This is an optimization exercise on Yosys and OpenROAD, whose aim is small area, a short achievable clock period and few clock cycles, not a production implementation. The RTL was checked by simulation tests, not by an equivalence proof against the original design. Power and IR drop assume default switching activity.

==> branch pepper <==
Design top, start of the top module:
module top (
	input		start,
	input		reset,
	input 	clk,
	input			load,
	input	[5:0]	load_addr,
	input	[7:0]	a_data,
	input	[7:0]	b_data,
	input	[5:0]	c_addr,
	output reg		done,
	output	[18:0]	c_data
	);
	reg [7:0] wa [0:63];
	reg [7:0] wb [0:63];
	reg [7:0] xa [0:63];
	reg [7:0] xb [0:63];
	reg busy;
	integer n;
	always @(posedge clk) begin
		if (load) begin
			wa[load_addr] <= a_data;
			wb[load_addr] <= b_data;
		end
		if (start)
			for (n = 0; n < 64; n = n + 1) begin
				xa[n] <= wa[n];
				xb[n] <= wb[n];
			end
	end
	always @(posedge clk) begin
		if (reset) begin
			done <= 1'b0;
			busy <= 1'b0;
		end else if (start) begin
			done <= 1'b0;
			busy <= 1'b1;
		end else if (busy) begin
			done <= 1'b1;
			busy <= 1'b0;
		end
	end
	wire [2:0] k = c_addr[2:0];
	wire [2:0] j = c_addr[5:3];
	wire [7:0] ra0 = xa[{3'd0, k}], ra1 = xa[{3'd1, k}], ra2 = xa[{3'd2, k}], ra3 = xa[{3'd3, k}];
	wire [7:0] ra4 = xa[{3'd4, k}], ra5 = xa[{3'd5, k}], ra6 = xa[{3'd6, k}], ra7 = xa[{3'd7, k}];
	wire [7:0] rb0 = xb[{j, 3'd0}], rb1 = xb[{j, 3'd1}], rb2 = xb[{j, 3'd2}], rb3 = xb[{j, 3'd3}];
	wire [7:0] rb4 = xb[{j, 3'd4}], rb5 = xb[{j, 3'd5}], rb6 = xb[{j, 3'd6}], rb7 = xb[{j, 3'd7}];
	wire [8:0] pp0_0, pp0_1, pp0_2, pp0_3;
	wire [3:0] ng0;
	booth_row br0 (.a(ra0), .b(rb0), .p0(pp0_0), .p1(pp0_1), .p2(pp0_2), .p3(pp0_3), .ng(ng0));
	wire [8:0] pp1_0, pp1_1, pp1_2, pp1_3;
	wire [3:0] ng1;
	booth_row br1 (.a(ra1), .b(rb1), .p0(pp1_0), .p1(pp1_1), .p2(pp1_2), .p3(pp1_3), .ng(ng1));
	wire [8:0] pp2_0, pp2_1, pp2_2, pp2_3;
	wire [3:0] ng2;
	booth_row br2 (.a(ra2), .b(rb2), .p0(pp2_0), .p1(pp2_1), .p2(pp2_2), .p3(pp2_3), .ng(ng2));
	wire [8:0] pp3_0, pp3_1, pp3_2, pp3_3;
	wire [3:0] ng3;
	booth_row br3 (.a(ra3), .b(rb3), .p0(pp3_0), .p1(pp3_1), .p2(pp3_2), .p3(pp3_3), .ng(ng3));
	wire [8:0] pp4_0, pp4_1, pp4_2, pp4_3;
	wire [3:0] ng4;
	booth_row br4 (.a(ra4), .b(rb4), .p0(pp4_0), .p1(pp4_1), .p2(pp4_2), .p3(pp4_3), .ng(ng4));
	wire [8:0] pp5_0, pp5_1, pp5_2, pp5_3;
	wire [3:0] ng5;
	booth_row br5 (.a(ra5), .b(rb5), .p0(pp5_0), .p1(pp5_1), .p2(pp5_2), .p3(pp5_3), .ng(ng5));
	wire [8:0] pp6_0, pp6_1, pp6_2, pp6_3;
	wire [3:0] ng6;
	booth_row br6 (.a(ra6), .b(rb6), .p0(pp6_0), .p1(pp6_1), .p2(pp6_2), .p3(pp6_3), .ng(ng6));
	wire [8:0] pp7_0, pp7_1, pp7_2, pp7_3;
  ...
Settings: LEC_CHECK=0, ABC_AREA=1, CAP_MARGIN=20, CORE_MARGIN=2, CORE_UTILIZATION=55, CTS_CLUSTER_DIAMETER=90, CTS_CLUSTER_SIZE=28, PLACE_DENSITY=0.68, SETUP_SLACK_MARGIN=2.0, SLEW_MARGIN=20; clock period 7.0 ns.
standard.sh (not shown) runs the stock make flow with config.mk's settings and CLKGATE_MAP_FILE= SYNTH_SCRIPT=/design/flow/synth_recipe.tcl, a recipe that flattens the netlist after the stock synthesis.
==> flow/flow/run.sh <==
#!/bin/bash
# The standard layout with two changes to how it is made:
#  - Yosys's synth runs without its early ABC pass (-noabc), which otherwise
#    remaps the compressor tree before extract_fa and leaves inverters between
#    the full-adder cells (the flow's later ABC pass still maps the rest);
#  - the port buffers that placement inserts on every input and output are
#    buf_4 cells instead of the delay cells buffer_ports picks by default.
# Everything else, from floorplan to the final DEF, is the standard flow.
set -euo pipefail
bash standard.sh SYNTH_ARGS=-noabc "BUFFER_PORTS_ARGS=-buffer_cell sky130_fd_sc_hd__buf_4" finish > standard_flow.log 2>&1
==> branch delta: changes against branch pepper <==
- SETUP_SLACK_MARGIN: 2.0 -> 1.2
==> branch onyx: changes against branch pepper <==
==> flow/flow/run.sh (replaced) <==
#!/bin/bash
# The standard layout, with Yosys's synth run without its early ABC pass
# (-noabc). That pass remaps the compressor tree before extract_fa and leaves
# inverters between the full-adder cells; the flow's own later ABC pass still
# maps all remaining logic. Everything else is the standard flow.
set -euo pipefail
bash standard.sh SYNTH_ARGS=-noabc finish > standard_flow.log 2>&1
- ABC_AREA: 1 -> not set
- CORE_UTILIZATION: 55 -> 40
- PLACE_DENSITY: 0.68 -> not set
- SETUP_SLACK_MARGIN: 2.0 -> 1.4
==> impl_summary.log <==
INFO  metric outcome = complete, no violations
INFO  metric first_global_vias = 51720
INFO  metric share_clk_of_total_power = 16.2%
INFO  metric end_point_of_the_critical_path = q8
INFO  metric use_met2 = 50.20%
INFO  metric critPathSlowestCell = fa_2
INFO  metric post-place-ws = 0.3144 ns
INFO  metric cts_repair_resized_insts = 800
INFO  metric syn_to_final_growth = 17.09%
INFO  metric r2r-start = xb[29][1]
INFO  metric power.sequential.fraction = a little under two fifths
INFO  metric routedWlPerCell = 28.93 um
INFO  metric final_design_area_no_fill = 0.1025 sq mm
INFO  metric power_density = around 380 mW/mm^2
INFO  metric total_switching_power = 14.07 mW
Source of the figures above: branch pepper

==> impl_summary.log <==
INFO  metric critPathSlowestCell = fa_1
INFO  metric power_density = between 300 and 400 mW/mm^2
INFO  metric final_design_area_no_fill = between 0.09 and 0.1 sq mm
INFO  metric first_global_vias = 50500
INFO  metric power.sequential.fraction = 41.2%
INFO  metric use_met2 = 46.80%
INFO  metric total_switching_power = between 10 and 15 mW
INFO  metric cts_repair_resized_insts = 12
INFO  metric outcome = complete, no violations
Source of the figures above: branch delta

==> impl_summary.log <==
INFO  metric outcome = complete, no violations
INFO  metric post-place-ws = 0.03935 ns
INFO  metric finClkSkew = ~0.043 ns
INFO  metric syn_to_final_growth = 17.53%
INFO  metric routedWlPerCell = 33.56 um
INFO  metric n_tap_cell = 2854
INFO  metric power.sequential.fraction = 37.7%
INFO  metric first_global_vias = just under 50000
INFO  metric power_density = 376.4 mW/mm^2
INFO  metric critPathSlowestCell = fa_2
Source of the figures above: branch onyx

Testbench counts of branch pepper, summed over its fixed seeds: cycles 3,680.
Testbench counts of branch delta, summed over its fixed seeds: cycles 3,680.
Testbench counts of branch onyx, summed over its fixed seeds: cycles 3,680.

-- what the ideal ports hide --
Ports are ideal in the flow. The routed layouts listed here were re-timed in OpenROAD. Step 1: set_driving_cell puts a clkbuf_16 on clk and a buf_2 on each other input, an assumption about the parent block. Step 2 moves the port delays by t, midway between the first and last clock arrival at a register: inputs arrive t later, outputs are due t later. That takes back most of the time a late clock gives input paths. Slacks: no drivers / after step 1 / after step 2; pairs: no drivers / after step 1.
run	t (ns)	setup slack, ns	worst hold slack (ns)	pins driven straight from the clock port
branch pepper	0.834	1.652 / 1.534 / 0.700	0.396 / 0.396 / 0.396	1
branch delta	0.824	1.282 / 1.336 / 0.513	0.410 / 0.410 / 0.410	1
branch onyx	0.872	1.177 / 1.087 / 0.336	0.387 / 0.387 / 0.387	1
After both steps every run listed still meets setup and hold. The setup slack of branch pepper, which loses most, moves by -0.118 ns with the drivers and by -0.952 ns with both steps.
